From an optimization exercise on the open Yosys and OpenROAD flow, aimed at small area and a short achievable clock period; shortcuts taken in it are not production practice.
In this exercise RTL edits were held to simulation tests only and were not proved equivalent to the original.

Design xortally_net, start of the top module:
module xortally_net(
	input clk,
	input rst,
	input [16:0] x1,
	input [16:0] x2,
	input [16:0] w1,
	input [16:0] w2,
	input [16:0] w3,
	input [16:0] w4,
	input [16:0] w5,
	input [16:0] w6,
	input [16:0] b1,
	input [16:0] b2,
	input [16:0] b3,
	output [16:0] h1,
	output [16:0] h2,
	output [16:0] y
);
wire [7:0] lv1, lv2, lv3;
hidden n1(.clk(clk), .rst(rst), .xa(x1), .wa(w1), .xb(x2), .wb(w2), .b(b1), .lv(lv1));
hidden n2(.clk(clk), .rst(rst), .xa(x1), .wa(w3), .xb(x2), .wb(w4), .b(b2), .lv(lv2));
outer n3(.clk(clk), .rst(rst), .la(lv1), .wa(w5), .lb(lv2), .wb(w6), .b(b3), .lv(lv3));
assign h1 = {1'b0, lv1[7], lv1[6], {2{lv1[5]}}, {4{lv1[4]}}, {4{lv1[3]}}, {2{lv1[2]}}, lv1[1], lv1[0]};
assign h2 = {1'b0, lv2[7], lv2[6], {2{lv2[5]}}, {4{lv2[4]}}, {4{lv2[3]}}, {2{lv2[2]}}, lv2[1], lv2[0]};
assign y = {1'b0, lv3[7], lv3[6], {2{lv3[5]}}, {4{lv3[4]}}, {4{lv3[3]}}, {2{lv3[2]}}, lv3[1], lv3[0]};
endmodule
Size in the first run: ~5900 cells after synthesis, ~310 flip-flops, roughly 0.036 mm2 of cells after synthesis.
Settings: LEC_CHECK=0, ABC_AREA=1, CAP_MARGIN=20, CORE_MARGIN=2, CORE_UTILIZATION=60, SLEW_MARGIN=20; clock period 11.0 ns.
run.sh (not shown) runs the stock make flow with config.mk's settings and CLKGATE_MAP_FILE= SYNTH_SCRIPT=/design/flow/synth_recipe.tcl, a recipe that flattens the netlist after the stock synthesis.
The starting point passed the timing, DRC and antenna checks.
Rerun with:
CORE_UTILIZATION = 45   (was 60)
SETUP_SLACK_MARGIN = 3   (was default)
Result: The new run completed with no timing, DRC or antenna violations. Fmax goes up by about 20%. Design area climbs by about 7%. Register-to-register slack improved by 0.85 ns.

xortally_net, a different RTL version from the one above (not shown whole).
Size: ~7900 cells after synthesis, about 240 I/O pins.
==> flow/config.mk <==
export PLATFORM = sky130hd
export DESIGN_NAME = xortally_net
export DESIGN_NICKNAME = xortally_net
export VERILOG_FILES = /design/flow/design.v
export SDC_FILE = /design/flow/constraint.sdc
export NUM_CORES = 4
export LEC_CHECK = 0
export ABC_AREA = 1
export CAP_MARGIN = 20
export CORE_MARGIN = 2
export CORE_UTILIZATION = 45
export SETUP_SLACK_MARGIN = 4
export SLEW_MARGIN = 20
==> flow/constraint.sdc <==
create_clock -name core_clock -period 11.0 [get_ports {clk}]
set_input_delay 2.2000 -clock core_clock [delete_from_list [all_inputs] [get_ports {clk}]]
set_output_delay 2.2000 -clock core_clock [all_outputs]
set_load 0.01 [all_outputs]
standard.sh (not shown) runs the stock make flow with config.mk's settings and CLKGATE_MAP_FILE= SYNTH_SCRIPT=/design/flow/synth_recipe.tcl, a recipe that flattens the netlist after the stock synthesis.
==> flow/flow/run.sh <==
#!/bin/bash
# Standard layout, with the port buffers taken from the smallest buffer cell.
set -o pipefail
cp standard.sh standard_sh_copy.txt
export BUFFER_PORTS_ARGS="-buffer_cell sky130_fd_sc_hd__buf_1"
bash standard.sh > standard.log 2>&1
The first run produced a clean layout.
==> next run, changes <==
==> flow/flow/run.sh (replaced) <==
#!/bin/bash
# The standard layout (standard.sh, which runs the ORFS make targets and
# keeps each step's log under orfs/logs), with the port buffers that ORFS's
# buffer_ports adds taken from the smallest buffer cell instead of the one it
# picks itself. Everything else, synthesis included, is the standard flow.
set -o pipefail
export BUFFER_PORTS_ARGS="-buffer_cell sky130_fd_sc_hd__buf_1"
bash standard.sh > standard.log 2>&1
PLACE_DENSITY = 0.75   (was default)
What happened: The changed run completed with no timing, DRC or antenna violations; cell area shrinks by 0.32%; clock-buffer cell count shrinks by 2; worst setup slack improves by 69 ps.
==> next run, changes <==
==> flow/run.sh (new file) <==
#!/bin/bash
# synth_recipe.tcl (not shown) runs the flow's synth.tcl, then flattens the netlist and writes it again
# the make line also repeats each setting of config.mk as NAME=value (left out here)
make -C /OpenROAD-flow-scripts/flow DESIGN_CONFIG=/design/flow/config.mk WORK_HOME=/design/flow/orfs CLKGATE_MAP_FILE= SYNTH_SCRIPT=/design/flow/synth_recipe.tcl finish
PLACE_DENSITY = default   (was 0.75)
SETUP_SLACK_MARGIN = 5   (was 4)
removed: flow/flow/run.sh
removed: flow/standard.sh
What happened:
- via count grows by 4.2%
- worst setup slack gains 360 ps
==> next run, changes <==
==> flow/flow/run.sh (new file) <==
#!/bin/bash
# The standard layout (standard.sh, which runs the ORFS make targets and
# keeps each step's log under orfs/logs), with the port buffers that ORFS's
# buffer_ports adds taken from the smallest buffer cell instead of the one it
# picks itself. Everything else, synthesis included, is the standard flow.
set -o pipefail
export BUFFER_PORTS_ARGS="-buffer_cell sky130_fd_sc_hd__buf_1"
bash standard.sh > standard.log 2>&1
==> flow/standard.sh (new file) <==
#!/bin/bash
# synth_recipe.tcl (not shown) runs the flow's synth.tcl, then flattens the netlist and writes it again
# the make line also repeats each setting of config.mk as NAME=value (left out here)
make -C /OpenROAD-flow-scripts/flow DESIGN_CONFIG=/design/flow/config.mk WORK_HOME=/design/flow/orfs CLKGATE_MAP_FILE= SYNTH_SCRIPT=/design/flow/synth_recipe.tcl "${@:-finish}"
CTS_BUF_LIST = sky130_fd_sc_hd__clkbuf_2 sky130_fd_sc_hd__clkbuf_4 sky130_fd_sc_hd__clkbuf_8   (was default)
SETUP_SLACK_MARGIN = 4   (was 5)
removed: flow/run.sh
After rerunning: Flip-flop and latch count stays the same. Final area fell by roughly a tenth. Routed wire length fell by a little under a tenth. Global-route usage fell by 1.7 points. Synthesized cell count stays the same.

job 6962:
Starting RTL as in the previous note.
Settings: LEC_CHECK=0, ABC_AREA=1, CAP_MARGIN=20, CORE_MARGIN=2, CORE_UTILIZATION=45, SETUP_SLACK_MARGIN=4, SLEW_MARGIN=20; clock period 11.0 ns.
==> flow/flow/run.sh <==
#!/bin/bash
# The standard layout (standard.sh, which runs the ORFS make targets and
# keeps each step's log under orfs/logs), with the port buffers that ORFS's
# buffer_ports adds taken from the smallest buffer cell instead of the one it
# picks itself. Everything else, synthesis included, is the standard flow.
set -o pipefail
export BUFFER_PORTS_ARGS="-buffer_cell sky130_fd_sc_hd__buf_1"
bash standard.sh > standard.log 2>&1
[inputs] job 5267 vs job 6962
==> flow/run.sh (new file) <==
#!/bin/bash
# synth_recipe.tcl (not shown) runs the flow's synth.tcl, then flattens the netlist and writes it again
# the make line also repeats each setting of config.mk as NAME=value (left out here)
make -C /OpenROAD-flow-scripts/flow DESIGN_CONFIG=/design/flow/config.mk WORK_HOME=/design/flow/orfs CLKGATE_MAP_FILE= SYNTH_SCRIPT=/design/flow/synth_recipe.tcl finish
removed: flow/flow/run.sh
removed: flow/standard.sh
Notes after the runs:
The lower post-cts resize count of job 5267 and job 6962 is in job 6962. For the wire length, job 5267 came in 2.3% higher than job 6962 did. Sort job 5267 and job 6962 by wire length on met3, ascending, and job 6962 comes first. Job 5267 — area of the multi-input gates 93 µm² higher, job 6962 as reference. Compare job 5267 and job 6962 | all-layer global routing usage lower: job 6962. Smallest setup slack after layout essentially unchanged between job 6962 and job 5267. Between job 5267 and job 6962, the sequential share of layout area is lower for job 5267. Status: register-to-register slack parity (job 5267, job 6962).

==> separate check: timing with driven ports <==
How much do the figures lean on ideal ports? The routed layouts below were timed once more, with nothing changed but the port constraints. Step 1 (the two cells are an assumption about what drives the block):
set clk [get_ports {clk}]
set_driving_cell -lib_cell sky130_fd_sc_hd__clkbuf_16 $clk
set_driving_cell -lib_cell sky130_fd_sc_hd__buf_2 [delete_from_list [all_inputs] $clk]
Step 2, shift: input delay + t, output delay - t, t = (earliest + latest rising clock arrival at the registers) / 2. This alone moves slack from input paths to output paths. a / b / c = ideal ports / drivers / drivers and shift; a / b = the first two.
| run | t (ns) | setup slack, ns | worst register clock-pin slew, ns | worst data-port slew with drivers (ns) | pins driven straight from the clock port |
|---|---|---|---|---|---|
| the first run of note 1 | 0.629 | 1.423 / 1.357 / 1.490 | 0.07 / 0.07 | 0.08 | 1 |
| the second run of note 1 | 0.642 | 3.012 / 2.946 / 2.678 | 0.07 / 0.07 | 0.06 | 1 |
| the first run of note 2 | 0.653 | 4.346 / 4.330 / 3.873 | 0.07 / 0.07 | 0.22 | 1 |
| the second run of note 2 | 0.640 | 4.416 / 4.416 / 3.848 | 0.07 / 0.07 | 0.09 | 1 |
| the third run of note 2 | 0.630 | 4.781 / 4.781 / 4.234 | 0.07 / 0.07 | 0.20 | 1 |
| the fourth run of note 2 | 0.742 | 4.366 / 4.366 / 3.730 | 0.08 / 0.08 | 0.22 | 1 |
| job 6962 | 0.653 | 4.346 / 4.330 / 3.873 | 0.07 / 0.07 | 0.22 | 1 |
| job 5267 | 0.639 | 4.346 / 4.316 / 3.759 | 0.07 / 0.07 | 0.18 | 1 |
After both steps every run listed still meets setup and hold. The setup slack of the fourth run of note 2, which loses most, moves by 0.000 ns with the drivers and by -0.636 ns with both steps.
